What follows belongs to an exercise in optimizing a design on an open flow for small area and a short achievable clock period; a production flow would make more cautious choices. Function not checked in this run: the RTL went through the layout flow alone.

==> design/flow/design.v <==
module CPU(clock,reset,MemData,MemOut,rd,wr,PC,IR,MBR,AC,MAR,SR);
input clock;
input reset;
input signed [15:0] MemData;
output reg signed [15:0] MemOut;
output reg [10:0] PC,MAR;
output reg signed [15:0] IR,MBR;
output signed [15:0] AC;
output reg wr,rd;
output [3:0] SR;    
parameter K1 = 6;           
parameter K3 = 3;           
localparam K12 = 16 - K3;   
reg [2:0] state;
reg signed [15:0] ACr;
reg [3:0] SRr;
reg accSel;                 
wire [3:0] op = IR[15:12];
wire       m  = IR[11];
wire        sa   = ACr[15];
wire [15:0] absa = sa ? -ACr : ACr;
wire [15:0] d1 = m ? MemData : {5'b0, IR[10:0]};
function fits;   
  input [15:0] d;
  input integer w;
  reg [15:0] e;
  integer j;
  reg hi, lo;
  begin
    e = d ^ {16{d[15]}};
    hi = 1'b0;
    for (j = 0; j < 16; j = j + 1) if (j >= w) hi = hi | e[j];
    lo = 1'b1;
    for (j = 0; j < 16; j = j + 1) if (j < w) lo = lo & e[j];
    fits = ~hi & ~(d[15] & lo);
  end
endfunction
wire [15:0] B1 = d1 ^ {16{~d1[15]}};
wire [15:0] B2 = MBR ^ {16{~MBR[15]}};
wire [15:0] ra [0:16];
wire [15:0] qa;
assign ra[0] = 16'd0;
genvar n;
generate
  for (n = 0; n < K1; n = n + 1) begin : s1
    localparam W = n + 1;
    wire [W-1:0] x;
    if (n == 0) begin : x0
      assign x = absa[15];
    end else begin : xn
      assign x = {ra[n][W-2:0], absa[15-n]};
    end
    wire [W:0] t = {1'b0, x} + {1'b0, B1[W-1:0]} + {{W{1'b0}}, ~d1[15]};
    wire       q = t[W] & fits(d1, W);
    assign qa[15-n] = q;
    assign ra[n+1] = {{(16-W){1'b0}}, (q ? t[W-1:0] : x)};
  end
endgenerate
reg [K1-1:0] p1r, p1q;
always @(posedge clock) begin
  p1r <= ra[K1][K1-1:0];
  p1q <= qa[15:16-K1];
end
wire [15:0] rb [K1:16];
wire [15:0] qb;
assign rb[K1] = {{(16-K1){1'b0}}, p1r};
assign qb[15:16-K1] = p1q;
generate
  for (n = K1; n < K12; n = n + 1) begin : s2
    localparam W = n + 1;
    wire [W-1:0] x = {rb[n][W-2:0], absa[15-n]};
    wire [W:0] t = {1'b0, x} + {1'b0, B2[W-1:0]} + {{W{1'b0}}, ~MBR[15]};
    wire       q = t[W] & fits(MBR, W);
    assign qb[15-n] = q;
    assign rb[n+1] = {{(16-W){1'b0}}, (q ? t[W-1:0] : x)};
  end
endgenerate
reg [K12-1:0] p2r, p2q;
always @(posedge clock) begin
  p2r <= rb[K12][K12-1:0];
  p2q <= qb[15:16-K12];
end
wire [15:0] rc [K12:16];
wire [15:0] qc;
assign rc[K12] = {{(16-K12){1'b0}}, p2r};
assign qc[15:16-K12] = p2q;
generate
  for (n = K12; n < 16; n = n + 1) begin : s3
    localparam W = n + 1;
    wire [W-1:0] x = {rc[n][W-2:0], absa[15-n]};
    wire [W:0] t = {1'b0, x} + {1'b0, B2[W-1:0]} + {{W{1'b0}}, ~MBR[15]};
    wire       q = t[W] & fits(MBR, W);
    assign qc[15-n] = q;
    if (W < 16) begin : rr
      assign rc[n+1] = {{(16-W){1'b0}}, (q ? t[W-1:0] : x)};
    end
  end
endgenerate
wire [15:0] qu   = qc;
wire        dz   = (MBR == 16'd0);
wire        negq = sa ^ MBR[15];
wire [15:0] lowor;      
assign lowor[0] = 1'b0;
generate
  for (n = 1; n < 16; n = n + 1) begin : lo
    assign lowor[n] = |qu[n-1:0];
  end
endgenerate
wire [15:0] quot  = dz ? 16'd0 : (qu ^ ({16{negq}} & lowor));
wire        quotz = dz | ~|qu;
assign AC = accSel ? quot : ACr;
assign SR = accSel ? {quotz, quot[15], 2'b00} : SRr;
wire        sub  = (op == 4'h4);
wire [15:0] bop  = MBR ^ {16{sub}};
wire [16:0] sum  = {1'b0,ACr} + {1'b0,bop} + {16'd0,sub};
wire        as_c = sum[16] ^ sub;                                   
wire        as_v = (ACr[15] == bop[15]) && (sum[15] != ACr[15]);    
wire [15:0] prod;
mul16lo umul(.a(ACr), .b(MBR), .p(prod));
reg [15:0] acn;
always @(*)
  case (op)
    4'h1:       acn = MBR;
    4'h3, 4'h4: acn = sum[15:0];
    default:    acn = prod;
  endcase
wire [1:0] cv = (op == 4'h3 || op == 4'h4) ? {as_c, as_v} : 2'b00;
always @(posedge clock) begin
  if (reset) begin
    PC <= 0; MAR <= 0; IR <= 0; MBR <= 0; ACr <= 0; MemOut <= 0; SRr <= 0;
    rd <= 1; wr <= 0;
    accSel <= 0;
    state <= 0;
  end else
  case (state)
  0: begin
    rd <= 1; wr <= 0;
    MAR <= PC;
    if (accSel) begin
      ACr <= quot;
      SRr <= {quotz, quot[15], 2'b00};
    end
    accSel <= 0;
    state <= 1;
  end
  1: begin
    rd <= 1; wr <= 0;
    IR <= MemData;
    PC <= PC + 1'b1;
    state <= 2;
  end
  2: begin
    if (m) MAR <= IR[10:0];
    state <= 3;
  end
  3: begin
    state <= 4;
    case (op)
      4'h1, 4'h3, 4'h4, 4'h5, 4'h6: MBR <= d1;
      4'h2: begin MBR <= ACr; rd <= 0; wr <= 1; end
      4'h7: begin PC <= MAR; state <= 0; end
      4'h8: if (SRr[3]) begin PC <= MAR; state <= 0; end
      default: ;
    endcase
  end
  4: begin
    state <= 0;
    case (op)
      4'h1, 4'h3, 4'h4, 4'h5: begin ACr <= acn; SRr <= {acn == 16'd0, acn[15], cv}; end
      4'h2: MemOut <= MBR;
      4'h6: accSel <= 1'b1;
      default: ;
    endcase
  end
  default: state <= 0;
  endcase
end
endmodule
module mul16lo(input [15:0] a, input [15:0] b, output [15:0] p);
wire w1;
wire w2;
wire w3;
wire w4;
wire w5;
wire w6;
wire w7;
wire w8;
wire w9;
wire w10;
wire w11;
wire w12;
wire w13;
wire w14;
wire w15;
wire w16;
wire w17;
wire w18;
wire w19;
wire w20;
wire w21;
wire w22;
wire w23;
wire w24;
wire w25;
wire w26;
wire w27;
wire w28;
wire w29;
wire w30;
wire w31;
wire w32;
wire w33;
wire w34;
wire w35;
wire w36;
wire w37;
wire w38;
wire w39;
wire w40;
wire w41;
wire w42;
wire w43;
wire w44;
wire w45;
wire w46;
wire w47;
wire w48;
wire w49;
wire w50;
wire w51;
wire w52;
wire w53;
wire w54;
wire w55;
wire w56;
wire w57;
wire w58;
wire w59;
wire w60;
wire w61;
wire w62;
wire w63;
wire w64;
wire w65;
wire w66;
wire w67;
wire w68;
wire w69;
wire w70;
wire w71;
wire w72;
wire w73;
wire w74;
wire w75;
wire w76;
wire w77;
wire w78;
wire w79;
wire w80;
wire w81;
wire w82;
wire w83;
wire w84;
wire w85;
wire w86;
wire w87;
wire w88;
wire w89;
wire w90;
wire w91;
wire w92;
wire w93;
wire w94;
wire w95;
wire w96;
wire w97;
wire w98;
wire w99;
wire w100;
wire w101;
wire w102;
wire w103;
wire w104;
wire w105;
wire w106;
wire w107;
wire w108;
wire w109;
wire w110;
wire w111;
wire w112;
wire w113;
wire w114;
wire w115;
wire w116;
wire w117;
wire w118;
wire w119;
wire w120;
wire w121;
wire w122;
wire w123;
wire w124;
wire w125;
wire w126;
wire w127;
wire w128;
wire w129;
wire w130;
wire w131;
wire w132;
wire w133;
wire w134;
wire w135;
wire w136;
wire w137;
wire w138;
wire w139;
wire w140;
wire w141;
wire w142;
wire w143;
wire w144;
wire w145;
wire w146;
wire w147;
wire w148;
wire w149;
wire w150;
wire w151;
wire w152;
wire w153;
wire w154;
wire w155;
wire w156;
wire w157;
wire w158;
wire w159;
wire w160;
wire w161;
wire w162;
wire w163;
wire w164;
wire w165;
wire w166;
wire w167;
wire w168;
wire w169;
wire w170;
wire w171;
wire w172;
wire w173;
wire w174;
wire w175;
wire w176;
wire w177;
wire w178;
wire w179;
wire w180;
wire w181;
wire w182;
wire w183;
wire w184;
wire w185;
wire w186;
wire w187;
wire w188;
wire w189;
wire w190;
wire w191;
wire w192;
wire w193;
wire w194;
wire w195;
wire w196;
wire w197;
wire w198;
wire w199;
wire w200;
wire w201;
wire w202;
wire w203;
wire w204;
wire w205;
wire w206;
wire w207;
wire w208;
wire w209;
wire w210;
assign w1 = (a[13] & b[0]) ^ (a[12] & b[1]);
assign w2 = (a[13] & b[0]) & (a[12] & b[1]);
assign w3 = (a[14] & b[0]) ^ (a[13] & b[1]) ^ (a[12] & b[2]);
assign w4 = ((a[14] & b[0]) & (a[13] & b[1])) | ((a[14] & b[0]) & (a[12] & b[2])) | ((a[13] & b[1]) & (a[12] & b[2]));
assign w5 = (a[11] & b[3]) ^ (a[10] & b[4]);
assign w6 = (a[11] & b[3]) & (a[10] & b[4]);
assign w7 = (a[15] & b[0]) ^ (a[14] & b[1]) ^ (a[13] & b[2]);
assign w8 = ((a[15] & b[0]) & (a[14] & b[1])) | ((a[15] & b[0]) & (a[13] & b[2])) | ((a[14] & b[1]) & (a[13] & b[2]));
assign w9 = (a[12] & b[3]) ^ (a[11] & b[4]) ^ (a[10] & b[5]);
assign w10 = ((a[12] & b[3]) & (a[11] & b[4])) | ((a[12] & b[3]) & (a[10] & b[5])) | ((a[11] & b[4]) & (a[10] & b[5]));
assign w11 = (a[9] & b[6]) ^ (a[8] & b[7]);
assign w12 = (a[9] & b[6]) & (a[8] & b[7]);
assign w13 = (a[9] & b[0]) ^ (a[8] & b[1]);
assign w14 = (a[9] & b[0]) & (a[8] & b[1]);
assign w15 = (a[10] & b[0]) ^ (a[9] & b[1]) ^ (a[8] & b[2]);
assign w16 = ((a[10] & b[0]) & (a[9] & b[1])) | ((a[10] & b[0]) & (a[8] & b[2])) | ((a[9] & b[1]) & (a[8] & b[2]));
assign w17 = (a[7] & b[3]) ^ (a[6] & b[4]);
assign w18 = (a[7] & b[3]) & (a[6] & b[4]);
assign w19 = (a[11] & b[0]) ^ (a[10] & b[1]) ^ (a[9] & b[2]);
assign w20 = ((a[11] & b[0]) & (a[10] & b[1])) | ((a[11] & b[0]) & (a[9] & b[2])) | ((a[10] & b[1]) & (a[9] & b[2]));
assign w21 = (a[8] & b[3]) ^ (a[7] & b[4]) ^ (a[6] & b[5]);
assign w22 = ((a[8] & b[3]) & (a[7] & b[4])) | ((a[8] & b[3]) & (a[6] & b[5])) | ((a[7] & b[4]) & (a[6] & b[5]));
assign w23 = (a[5] & b[6]) ^ (a[4] & b[7]);
assign w24 = (a[5] & b[6]) & (a[4] & b[7]);
assign w25 = (a[12] & b[0]) ^ (a[11] & b[1]) ^ (a[10] & b[2]);
assign w26 = ((a[12] & b[0]) & (a[11] & b[1])) | ((a[12] & b[0]) & (a[10] & b[2])) | ((a[11] & b[1]) & (a[10] & b[2]));
assign w27 = (a[9] & b[3]) ^ (a[8] & b[4]) ^ (a[7] & b[5]);
assign w28 = ((a[9] & b[3]) & (a[8] & b[4])) | ((a[9] & b[3]) & (a[7] & b[5])) | ((a[8] & b[4]) & (a[7] & b[5]));
assign w29 = (a[6] & b[6]) ^ (a[5] & b[7]) ^ (a[4] & b[8]);
assign w30 = ((a[6] & b[6]) & (a[5] & b[7])) | ((a[6] & b[6]) & (a[4] & b[8])) | ((a[5] & b[7]) & (a[4] & b[8]));
assign w31 = (a[3] & b[9]) ^ (a[2] & b[10]);
assign w32 = (a[3] & b[9]) & (a[2] & b[10]);
assign w33 = w1 ^ (a[11] & b[2]) ^ (a[10] & b[3]);
assign w34 = (w1 & (a[11] & b[2])) | (w1 & (a[10] & b[3])) | ((a[11] & b[2]) & (a[10] & b[3]));
assign w35 = (a[9] & b[4]) ^ (a[8] & b[5]) ^ (a[7] & b[6]);
assign w36 = ((a[9] & b[4]) & (a[8] & b[5])) | ((a[9] & b[4]) & (a[7] & b[6])) | ((a[8] & b[5]) & (a[7] & b[6]));
assign w37 = (a[6] & b[7]) ^ (a[5] & b[8]) ^ (a[4] & b[9]);
assign w38 = ((a[6] & b[7]) & (a[5] & b[8])) | ((a[6] & b[7]) & (a[4] & b[9])) | ((a[5] & b[8]) & (a[4] & b[9]));
assign w39 = (a[3] & b[10]) ^ (a[2] & b[11]) ^ (a[1] & b[12]);
assign w40 = ((a[3] & b[10]) & (a[2] & b[11])) | ((a[3] & b[10]) & (a[1] & b[12])) | ((a[2] & b[11]) & (a[1] & b[12]));
assign w41 = w3 ^ w5 ^ (a[9] & b[5]);
assign w42 = (w3 & w5) | (w3 & (a[9] & b[5])) | (w5 & (a[9] & b[5]));
assign w43 = (a[8] & b[6]) ^ (a[7] & b[7]) ^ (a[6] & b[8]);
assign w44 = ((a[8] & b[6]) & (a[7] & b[7])) | ((a[8] & b[6]) & (a[6] & b[8])) | ((a[7] & b[7]) & (a[6] & b[8]));
assign w45 = (a[5] & b[9]) ^ (a[4] & b[10]) ^ (a[3] & b[11]);
assign w46 = ((a[5] & b[9]) & (a[4] & b[10])) | ((a[5] & b[9]) & (a[3] & b[11])) | ((a[4] & b[10]) & (a[3] & b[11]));
assign w47 = (a[2] & b[12]) ^ (a[1] & b[13]) ^ (a[0] & b[14]);
assign w48 = ((a[2] & b[12]) & (a[1] & b[13])) | ((a[2] & b[12]) & (a[0] & b[14])) | ((a[1] & b[13]) & (a[0] & b[14]));
assign w49 = w7 ^ w9 ^ w11;
assign w50 = (w7 & w9) | (w7 & w11) | (w9 & w11);
assign w51 = (a[7] & b[8]) ^ (a[6] & b[9]) ^ (a[5] & b[10]);
assign w52 = ((a[7] & b[8]) & (a[6] & b[9])) | ((a[7] & b[8]) & (a[5] & b[10])) | ((a[6] & b[9]) & (a[5] & b[10]));
assign w53 = (a[4] & b[11]) ^ (a[3] & b[12]) ^ (a[2] & b[13]);
assign w54 = ((a[4] & b[11]) & (a[3] & b[12])) | ((a[4] & b[11]) & (a[2] & b[13])) | ((a[3] & b[12]) & (a[2] & b[13]));
assign w55 = (a[1] & b[14]) ^ (a[0] & b[15]) ^ w4;
assign w56 = ((a[1] & b[14]) & (a[0] & b[15])) | ((a[1] & b[14]) & w4) | ((a[0] & b[15]) & w4);
assign w57 = (a[6] & b[0]) ^ (a[5] & b[1]);
assign w58 = (a[6] & b[0]) & (a[5] & b[1]);
assign w59 = (a[7] & b[0]) ^ (a[6] & b[1]) ^ (a[5] & b[2]);
assign w60 = ((a[7] & b[0]) & (a[6] & b[1])) | ((a[7] & b[0]) & (a[5] & b[2])) | ((a[6] & b[1]) & (a[5] & b[2]));
assign w61 = (a[4] & b[3]) ^ (a[3] & b[4]);
assign w62 = (a[4] & b[3]) & (a[3] & b[4]);
assign w63 = (a[8] & b[0]) ^ (a[7] & b[1]) ^ (a[6] & b[2]);
assign w64 = ((a[8] & b[0]) & (a[7] & b[1])) | ((a[8] & b[0]) & (a[6] & b[2])) | ((a[7] & b[1]) & (a[6] & b[2]));
assign w65 = (a[5] & b[3]) ^ (a[4] & b[4]) ^ (a[3] & b[5]);
assign w66 = ((a[5] & b[3]) & (a[4] & b[4])) | ((a[5] & b[3]) & (a[3] & b[5])) | ((a[4] & b[4]) & (a[3] & b[5]));
assign w67 = (a[2] & b[6]) ^ (a[1] & b[7]);
assign w68 = (a[2] & b[6]) & (a[1] & b[7]);
assign w69 = w13 ^ (a[7] & b[2]) ^ (a[6] & b[3]);
assign w70 = (w13 & (a[7] & b[2])) | (w13 & (a[6] & b[3])) | ((a[7] & b[2]) & (a[6] & b[3]));
assign w71 = (a[5] & b[4]) ^ (a[4] & b[5]) ^ (a[3] & b[6]);
assign w72 = ((a[5] & b[4]) & (a[4] & b[5])) | ((a[5] & b[4]) & (a[3] & b[6])) | ((a[4] & b[5]) & (a[3] & b[6]));
assign w73 = (a[2] & b[7]) ^ (a[1] & b[8]) ^ (a[0] & b[9]);
assign w74 = ((a[2] & b[7]) & (a[1] & b[8])) | ((a[2] & b[7]) & (a[0] & b[9])) | ((a[1] & b[8]) & (a[0] & b[9]));
assign w75 = w15 ^ w17 ^ (a[5] & b[5]);
assign w76 = (w15 & w17) | (w15 & (a[5] & b[5])) | (w17 & (a[5] & b[5]));
assign w77 = (a[4] & b[6]) ^ (a[3] & b[7]) ^ (a[2] & b[8]);
assign w78 = ((a[4] & b[6]) & (a[3] & b[7])) | ((a[4] & b[6]) & (a[2] & b[8])) | ((a[3] & b[7]) & (a[2] & b[8]));
assign w79 = (a[1] & b[9]) ^ (a[0] & b[10]) ^ w14;
assign w80 = ((a[1] & b[9]) & (a[0] & b[10])) | ((a[1] & b[9]) & w14) | ((a[0] & b[10]) & w14);
assign w81 = w19 ^ w21 ^ w23;
assign w82 = (w19 & w21) | (w19 & w23) | (w21 & w23);
assign w83 = (a[3] & b[8]) ^ (a[2] & b[9]) ^ (a[1] & b[10]);
assign w84 = ((a[3] & b[8]) & (a[2] & b[9])) | ((a[3] & b[8]) & (a[1] & b[10])) | ((a[2] & b[9]) & (a[1] & b[10]));
assign w85 = (a[0] & b[11]) ^ w16 ^ w18;
assign w86 = ((a[0] & b[11]) & w16) | ((a[0] & b[11]) & w18) | (w16 & w18);
assign w87 = w25 ^ w27 ^ w29;
assign w88 = (w25 & w27) | (w25 & w29) | (w27 & w29);
assign w89 = w31 ^ (a[1] & b[11]) ^ (a[0] & b[12]);
assign w90 = (w31 & (a[1] & b[11])) | (w31 & (a[0] & b[12])) | ((a[1] & b[11]) & (a[0] & b[12]));
assign w91 = w20 ^ w22 ^ w24;
assign w92 = (w20 & w22) | (w20 & w24) | (w22 & w24);
assign w93 = w33 ^ w35 ^ w37;
assign w94 = (w33 & w35) | (w33 & w37) | (w35 & w37);
assign w95 = w39 ^ (a[0] & b[13]) ^ w26;
assign w96 = (w39 & (a[0] & b[13])) | (w39 & w26) | ((a[0] & b[13]) & w26);
assign w97 = w28 ^ w30 ^ w32;
assign w98 = (w28 & w30) | (w28 & w32) | (w30 & w32);
assign w99 = w41 ^ w43 ^ w45;
assign w100 = (w41 & w43) | (w41 & w45) | (w43 & w45);
assign w101 = w47 ^ w2 ^ w34;
assign w102 = (w47 & w2) | (w47 & w34) | (w2 & w34);
assign w103 = w36 ^ w38 ^ w40;
assign w104 = (w36 & w38) | (w36 & w40) | (w38 & w40);
assign w105 = w49 ^ w51 ^ w53;
assign w106 = (w49 & w51) | (w49 & w53) | (w51 & w53);
assign w107 = w55 ^ w6 ^ w42;
assign w108 = (w55 & w6) | (w55 & w42) | (w6 & w42);
assign w109 = w44 ^ w46 ^ w48;
assign w110 = (w44 & w46) | (w44 & w48) | (w46 & w48);
assign w111 = (a[4] & b[0]) ^ (a[3] & b[1]);
assign w112 = (a[4] & b[0]) & (a[3] & b[1]);
assign w113 = (a[5] & b[0]) ^ (a[4] & b[1]) ^ (a[3] & b[2]);
assign w114 = ((a[5] & b[0]) & (a[4] & b[1])) | ((a[5] & b[0]) & (a[3] & b[2])) | ((a[4] & b[1]) & (a[3] & b[2]));
assign w115 = (a[2] & b[3]) ^ (a[1] & b[4]);
assign w116 = (a[2] & b[3]) & (a[1] & b[4]);
assign w117 = w57 ^ (a[4] & b[2]) ^ (a[3] & b[3]);
assign w118 = (w57 & (a[4] & b[2])) | (w57 & (a[3] & b[3])) | ((a[4] & b[2]) & (a[3] & b[3]));
assign w119 = (a[2] & b[4]) ^ (a[1] & b[5]) ^ (a[0] & b[6]);
assign w120 = ((a[2] & b[4]) & (a[1] & b[5])) | ((a[2] & b[4]) & (a[0] & b[6])) | ((a[1] & b[5]) & (a[0] & b[6]));
assign w121 = w59 ^ w61 ^ (a[2] & b[5]);
assign w122 = (w59 & w61) | (w59 & (a[2] & b[5])) | (w61 & (a[2] & b[5]));
assign w123 = (a[1] & b[6]) ^ (a[0] & b[7]) ^ w58;
assign w124 = ((a[1] & b[6]) & (a[0] & b[7])) | ((a[1] & b[6]) & w58) | ((a[0] & b[7]) & w58);
assign w125 = w63 ^ w65 ^ w67;
assign w126 = (w63 & w65) | (w63 & w67) | (w65 & w67);
assign w127 = (a[0] & b[8]) ^ w60 ^ w62;
assign w128 = ((a[0] & b[8]) & w60) | ((a[0] & b[8]) & w62) | (w60 & w62);
assign w129 = w69 ^ w71 ^ w73;
assign w130 = (w69 & w71) | (w69 & w73) | (w71 & w73);
assign w131 = w64 ^ w66 ^ w68;
assign w132 = (w64 & w66) | (w64 & w68) | (w66 & w68);
assign w133 = w75 ^ w77 ^ w79;
assign w134 = (w75 & w77) | (w75 & w79) | (w77 & w79);
assign w135 = w70 ^ w72 ^ w74;
assign w136 = (w70 & w72) | (w70 & w74) | (w72 & w74);
assign w137 = w81 ^ w83 ^ w85;
assign w138 = (w81 & w83) | (w81 & w85) | (w83 & w85);
assign w139 = w76 ^ w78 ^ w80;
assign w140 = (w76 & w78) | (w76 & w80) | (w78 & w80);
assign w141 = w87 ^ w89 ^ w91;
assign w142 = (w87 & w89) | (w87 & w91) | (w89 & w91);
assign w143 = w82 ^ w84 ^ w86;
assign w144 = (w82 & w84) | (w82 & w86) | (w84 & w86);
assign w145 = w93 ^ w95 ^ w97;
assign w146 = (w93 & w95) | (w93 & w97) | (w95 & w97);
assign w147 = w88 ^ w90 ^ w92;
assign w148 = (w88 & w90) | (w88 & w92) | (w90 & w92);
assign w149 = w99 ^ w101 ^ w103;
assign w150 = (w99 & w101) | (w99 & w103) | (w101 & w103);
assign w151 = w94 ^ w96 ^ w98;
assign w152 = (w94 & w96) | (w94 & w98) | (w96 & w98);
assign w153 = w105 ^ w107 ^ w109;
assign w154 = (w105 & w107) | (w105 & w109) | (w107 & w109);
assign w155 = w100 ^ w102 ^ w104;
assign w156 = (w100 & w102) | (w100 & w104) | (w102 & w104);
assign w157 = (a[3] & b[0]) ^ (a[2] & b[1]);
assign w158 = (a[3] & b[0]) & (a[2] & b[1]);
assign w159 = w111 ^ (a[2] & b[2]) ^ (a[1] & b[3]);
assign w160 = (w111 & (a[2] & b[2])) | (w111 & (a[1] & b[3])) | ((a[2] & b[2]) & (a[1] & b[3]));
assign w161 = w113 ^ w115 ^ (a[0] & b[5]);
assign w162 = (w113 & w115) | (w113 & (a[0] & b[5])) | (w115 & (a[0] & b[5]));
assign w163 = w117 ^ w119 ^ w114;
assign w164 = (w117 & w119) | (w117 & w114) | (w119 & w114);
assign w165 = w121 ^ w123 ^ w118;
assign w166 = (w121 & w123) | (w121 & w118) | (w123 & w118);
assign w167 = w125 ^ w127 ^ w122;
assign w168 = (w125 & w127) | (w125 & w122) | (w127 & w122);
assign w169 = w129 ^ w131 ^ w126;
assign w170 = (w129 & w131) | (w129 & w126) | (w131 & w126);
assign w171 = w133 ^ w135 ^ w130;
assign w172 = (w133 & w135) | (w133 & w130) | (w135 & w130);
assign w173 = w137 ^ w139 ^ w134;
assign w174 = (w137 & w139) | (w137 & w134) | (w139 & w134);
assign w175 = w141 ^ w143 ^ w138;
assign w176 = (w141 & w143) | (w141 & w138) | (w143 & w138);
assign w177 = w145 ^ w147 ^ w142;
assign w178 = (w145 & w147) | (w145 & w142) | (w147 & w142);
assign w179 = w149 ^ w151 ^ w146;
assign w180 = (w149 & w151) | (w149 & w146) | (w151 & w146);
assign w181 = w153 ^ w155 ^ w150;
assign w182 = (w153 & w155) | (w153 & w150) | (w155 & w150);
assign w183 = (a[2] & b[0]) ^ (a[1] & b[1]);
assign w184 = (a[2] & b[0]) & (a[1] & b[1]);
assign w185 = w157 ^ (a[1] & b[2]) ^ (a[0] & b[3]);
assign w186 = (w157 & (a[1] & b[2])) | (w157 & (a[0] & b[3])) | ((a[1] & b[2]) & (a[0] & b[3]));
assign w187 = w159 ^ (a[0] & b[4]) ^ w158;
assign w188 = (w159 & (a[0] & b[4])) | (w159 & w158) | ((a[0] & b[4]) & w158);
assign w189 = w161 ^ w112 ^ w160;
assign w190 = (w161 & w112) | (w161 & w160) | (w112 & w160);
assign w191 = w163 ^ w116 ^ w162;
assign w192 = (w163 & w116) | (w163 & w162) | (w116 & w162);
assign w193 = w165 ^ w120 ^ w164;
assign w194 = (w165 & w120) | (w165 & w164) | (w120 & w164);
assign w195 = w167 ^ w124 ^ w166;
assign w196 = (w167 & w124) | (w167 & w166) | (w124 & w166);
assign w197 = w169 ^ w128 ^ w168;
assign w198 = (w169 & w128) | (w169 & w168) | (w128 & w168);
assign w199 = w171 ^ w132 ^ w170;
assign w200 = (w171 & w132) | (w171 & w170) | (w132 & w170);
assign w201 = w173 ^ w136 ^ w172;
assign w202 = (w173 & w136) | (w173 & w172) | (w136 & w172);
assign w203 = w175 ^ w140 ^ w174;
assign w204 = (w175 & w140) | (w175 & w174) | (w140 & w174);
assign w205 = w177 ^ w144 ^ w176;
assign w206 = (w177 & w144) | (w177 & w176) | (w144 & w176);
assign w207 = w179 ^ w148 ^ w178;
assign w208 = (w179 & w148) | (w179 & w178) | (w148 & w178);
assign w209 = w181 ^ w152 ^ w180;
assign w210 = (w181 & w152) | (w181 & w180) | (w152 & w180);
wire [15:0] ra = {w209, w207, w205, w203, w201, w199, w197, w195, w193, w191, w189, w187, w185, w183, (a[1] & b[0]), (a[0] & b[0])};
wire [15:0] rb = {w208, w206, w204, w202, w200, w198, w196, w194, w192, w190, w188, w186, w184, (a[0] & b[2]), (a[0] & b[1]), 1'b0};
assign p = ra + rb;
endmodule
==> design/flow/flow/run.sh <==
#!/bin/bash
set -euo pipefail
MARGIN=$(python3 -c "print(round(${FLOW_PERIOD_NS} - 13, 3))")
bash standard.sh SETUP_SLACK_MARGIN=$MARGIN finish > standard_flow.log 2>&1
==> design/flow/standard.sh <==
#!/bin/bash
# synth_recipe.tcl (not shown) runs the flow's synth.tcl, then flattens the netlist and writes it again
# the make line also repeats each setting of config.mk as NAME=value (left out here)
make -C /OpenROAD-flow-scripts/flow DESIGN_CONFIG=/design/flow/config.mk WORK_HOME=/design/flow/orfs CLKGATE_MAP_FILE= SYNTH_SCRIPT=/design/flow/synth_recipe.tcl "${@:-finish}"
==> design/flow/config.mk <==
export PLATFORM = sky130hd
export DESIGN_NAME = CPU
export DESIGN_NICKNAME = CPU
export VERILOG_FILES = /design/flow/design.v
export SDC_FILE = /design/flow/constraint.sdc
export NUM_CORES = 4
export LEC_CHECK = 0
export ABC_AREA = 1
export CAP_MARGIN = 20
export CORE_MARGIN = 2
export CORE_UTILIZATION = 40
export SLEW_MARGIN = 20
==> design/flow/constraint.sdc <==
create_clock -name core_clock -period 32.0 [get_ports {clock}]
set_input_delay 6.4000 -clock core_clock [delete_from_list [all_inputs] [get_ports {clock}]]
set_output_delay 6.4000 -clock core_clock [all_outputs]
set_load 0.01 [all_outputs]
==> results.txt <==
==> state kept, by name, indices dropped and copies added (netlist names) <==
signal	cells
MBR	16
ACr	16
IR	16
rd	1
accSel	1
MAR	11
wr	1
SRr	4
p1q	6
PC	11
p2q	13
state	3
MemOut	16
p1r	6
p2r	13
==> Yosys cell counts, types with 12 or more instances <==
| cell type | instances |
|---|---|
| sky130_fd_sc_hd__nand2_1 | 753 |
| sky130_fd_sc_hd__inv_1 | 455 |
| sky130_fd_sc_hd__a21oi_1 | 201 |
| sky130_fd_sc_hd__o21ai_0 | 190 |
| sky130_fd_sc_hd__nand3_1 | 179 |
| sky130_fd_sc_hd__ha_1 | 165 |
| sky130_fd_sc_hd__nor2_1 | 155 |
| sky130_fd_sc_hd__dfxtp_1 | 134 |
| sky130_fd_sc_hd__xor2_1 | 95 |
| sky130_fd_sc_hd__fa_1 | 94 |
| sky130_fd_sc_hd__clkbuf_1 | 73 |
| sky130_fd_sc_hd__xnor2_1 | 57 |
| sky130_fd_sc_hd__a31oi_1 | 27 |
| sky130_fd_sc_hd__o211ai_1 | 27 |
| sky130_fd_sc_hd__o21ai_1 | 27 |
| sky130_fd_sc_hd__nor3_1 | 26 |
| sky130_fd_sc_hd__nand4_1 | 23 |
| sky130_fd_sc_hd__and2_1 | 21 |
| sky130_fd_sc_hd__or2_2 | 21 |
| sky130_fd_sc_hd__o21bai_1 | 19 |
| sky130_fd_sc_hd__a211oi_1 | 18 |
| sky130_fd_sc_hd__buf_2 | 15 |
| sky130_fd_sc_hd__nand2_2 | 12 |
==> cell families after synthesis <==
group           synth area share, %
compound gates                 16.6
xor+xnor                       7.15
fa+ha+maj                      21.2
buf+inv                        12.1
flops                          14.4
mux                          0.0605
simple gates                   28.5
==> per-layer routing <==
| layer | vias up | track usage (%) |
|---|---|---|
| li1 | 9837 | - |
| met1 | 9868 | 38.2 |
| met2 | 971 | 45.4 |
| met3 | 170 | 5.74 |
| met4 | 2 | 10.9 |
| met5 | - | 0 |
==> layout make-up <==
type	count	share of cell area, %
Antenna cell	2	0.0207
Tap cell	607	3.14
Clock buffer	17	1.76
Clock inverter	15	0.585
Timing Repair Buffer	309	11.9
Inverter	472	7.58
Multi-Input combinational cell	2207	63.8
Sequential cell	134	11.2
==> worst max path at each step <==
stage                     endpoint  slack, ns   startpoint
after global placement     p2r[12]      16.21      MBR[15]
after CTS                  p2r[11]      18.88      MBR[14]
final                        AC[0]      18.91       ACr[1]
after floorplan             p1r[0]      19.01  MemData[15]
after global routing       p2r[12]      18.58      MBR[15]
after detailed placement    p2r[9]      15.68       MBR[4]
==> per-stage QoR <==
step | util [%] | hold WS, ns | setup WS, ns | cells
2_1_floorplan | - | 0.310 | 19.01 | 2913
3_3_place_gp | 43.8 | 0.311 | 16.21 | 3557
3_5_place_dp | 43.9 | 0.312 | 15.68 | 3558
4_1_cts | 48.0 | 0.318 | 18.88 | 3671
5_1_grt | 52.2 | 0.330 | 18.58 | 3761
6_report | 52.3 | 0.324 | 18.91 | 3763
==> what timing repair did <==
item | in CTS | in global routing
cloned | 7 | 4
setup buffers | 74 | 86
resized for setup | 243 | 308
pin swaps | 65 | 132
endpoints found under the setup margin | 40 | 39
endpoints found under the hold margin | 0 | 0
==> flow_metrics.env <==
export IMPL_status="finished clean"
export IMPL_wl_met3_um=6500
export IMPL_min_period_ns=13.09
export IMPL_drt_wl_cell_um=19.0
export IMPL_synth_async_sr_flop_share_pct=0
export IMPL_yosys_most_used_dff="sky130_fd_sc_hd__dfxtp_1"
export IMPL_synth_warnings=1
export IMPL_fraction_of_layout_instances_using_a_drive_strength_above_1_pct=19.6
export IMPL_number_of_global_route_vias_before_repair=19500
export IMPL_critical_path_capture_point_type="primary output"
export IMPL_hold_class="flop to flop"
export IMPL_reg2reg_to="p2r[2]"
export IMPL_cts_tree="done"
export IMPL_grt_pass1_wl_um=108000
export IMPL_dr_vias_cell=5.54
export IMPL_combined_area_of_the_multi_input_logic_cells_um2=15400
export IMPL_largest_net_degree_at_the_start_of_global_routing=42
export IMPL_wl_met2_um=32200
export IMPL_clockRootBuffer="sky130_fd_sc_hd__clkbuf_16"
export IMPL_hold_start="p1q[5]"
export IMPL_critical_path_buf_inv_count=8
export IMPL_finalSetupTns_ns=0
export IMPL_grt_overflow=0
export IMPL_reg2reg_from="MBR[15]"
export IMPL_placed_cell_area_um2=20300
export IMPL_critPathSlowestCell="sky130_fd_sc_hd__clkdlybuf4s50_1"
export IMPL_synth_largest_area_cell="sky130_fd_sc_hd__nand2_1"
export IMPL_critical_path_depth=46
export IMPL_syn_instance_count=2913
export IMPL_initial_utilization_pct=40.2
export IMPL_ctsLongestPathBuffers=2
export IMPL_slew_violations=0
export IMPL_worstPathMaxFanout=7
export IMPL_timing_worst_setup_path_type="flop to primary output"
export IMPL_clock_sink_count=134
export IMPL_numPortBuffers=109
export IMPL_max_slew_worst_pin_slew_ns=1.35
export IMPL_synth_top_cell_area_share_pct=15.2
export IMPL_boundaryPins=110
export IMPL_cts_hold_fix_buffers=0
export IMPL_ys_top_cells_by_area="sky130_fd_sc_hd__nand2_1 15%, sky130_fd_sc_hd__dfxtp_1 14%, sky130_fd_sc_hd__ha_1 11%"
export IMPL_final_net_count=3418
export IMPL_fin_crit_sh_pct=40.9
export IMPL_vias=20800
export IMPL_finalSetupViolCount=0
export IMPL_area_growth_syn_to_layout_pct=29.8
export IMPL_drt_pass1_iter_count=6
export IMPL_die_y_um=220
export IMPL_initialDrtViolationCount=1706
export IMPL_clock_latency_reported_for_the_late_side_of_the_worst_skew_pair_ns=0.47
export IMPL_post_route_m1_wl_um=30000
export IMPL_max_clock_freq_mhz=76.4
export IMPL_place_detailed_hpwl_um=49500
export IMPL_postRouteAntennaNets=0
export IMPL_synth_sequential_area_ratio_pct=14.4
export IMPL_htreeDepth=4
export IMPL_setup_repair_after_global_routing_missed_its_margin="yes"
export IMPL_layout_cells_most_common_list="693 x sky130_fd_sc_hd__nand2_1, 428 x sky130_fd_sc_hd__inv_1, 170 x sky130_fd_sc_hd__a21oi_1, 170 x sky130_fd_sc_hd__buf_4, 154 x sky130_fd_sc_hd__nand3_1"
export IMPL_drt_total_wl_um=71400
export IMPL_synth_ff_latch_count=134
export IMPL_fp_dieW_um=220
export IMPL_finalHoldViolCount=0
export IMPL_row_count=79
export IMPL_syn_cell_area_um2=18600
export IMPL_synth_enable_flop_cells=0
export IMPL_synth_area_per_cell_um2=6.39
export IMPL_fp_dieArea_um2=48300
export IMPL_critical_path_arrival_ns=6.69
export IMPL_max_cap_violations=0
export IMPL_design_core_area_um2=46300
export IMPL_cts_buffers=17
export IMPL_worst_path_most_repeated_cell="sky130_fd_sc_hd__nand2_1"
export IMPL_hold_path_cell_count=0
export IMPL_post_route_cell_area_um2=24200
export IMPL_fin_worst_skew_ns=0.0146
export IMPL_ys_types=57
export IMPL_clk_pin_slew_ns=0.08
export IMPL_final_fill_count=4527
export IMPL_timing_hold_worst_endpoint="p2q[12]"
export IMPL_drc_errors=0
export IMPL_regToRegSetupSlack_ns=19.46
export IMPL_cpLargestDelayFamily="simple AND/OR/NAND/NOR gates"
export IMPL_topRoutingLayerUsed="met5"
export IMPL_slew_limit_headroom_pct=9.83
export IMPL_critical_path_max_stage_delay_ns=0.61
export IMPL_setup_worst_path_start_class="flop"
export IMPL_place_gp_congestion=0.944
export IMPL_layout_commonest_cell="sky130_fd_sc_hd__nand2_1"
export IMPL_grt_usage_pct=28.6
export IMPL_synth_nets=3190
export IMPL_antenna_found_initial=3
export IMPL_area_taken_by_flip_flops_and_latches_um2=2710
export IMPL_critPathRequiredTime_ns=25.60
export IMPL_worst_r2r_path_depth=86

[separate check: timing with driven ports]
The results above use ideal ports. As a check the final layout listed here was re-extracted and re-timed, cells and wires unchanged. Step 1 (the two cells are an assumption about what drives the block):
set clk [get_ports {clock}]
set_driving_cell -lib_cell sky130_fd_sc_hd__clkbuf_16 $clk
set_driving_cell -lib_cell sky130_fd_sc_hd__buf_2 [delete_from_list [all_inputs] $clk]
Step 2 moves the port delays by t, midway between the first and last clock arrival at a register: inputs arrive t later, outputs are due t later. That takes back most of the time a late clock gives input paths. Three values: no drivers, after step 1, after step 2; two values: the first two.
t (ns): 0.512
setup slack, ns: 18.905 / 18.853 / 18.636
slew at the worst register clock pin (ns): 0.08 / 0.08
worst slew at a driven data input, ns: 0.06
After both steps setup and hold are still met in this run. The setup slack of this run moves by -0.052 ns with the drivers and by -0.269 ns with both steps.
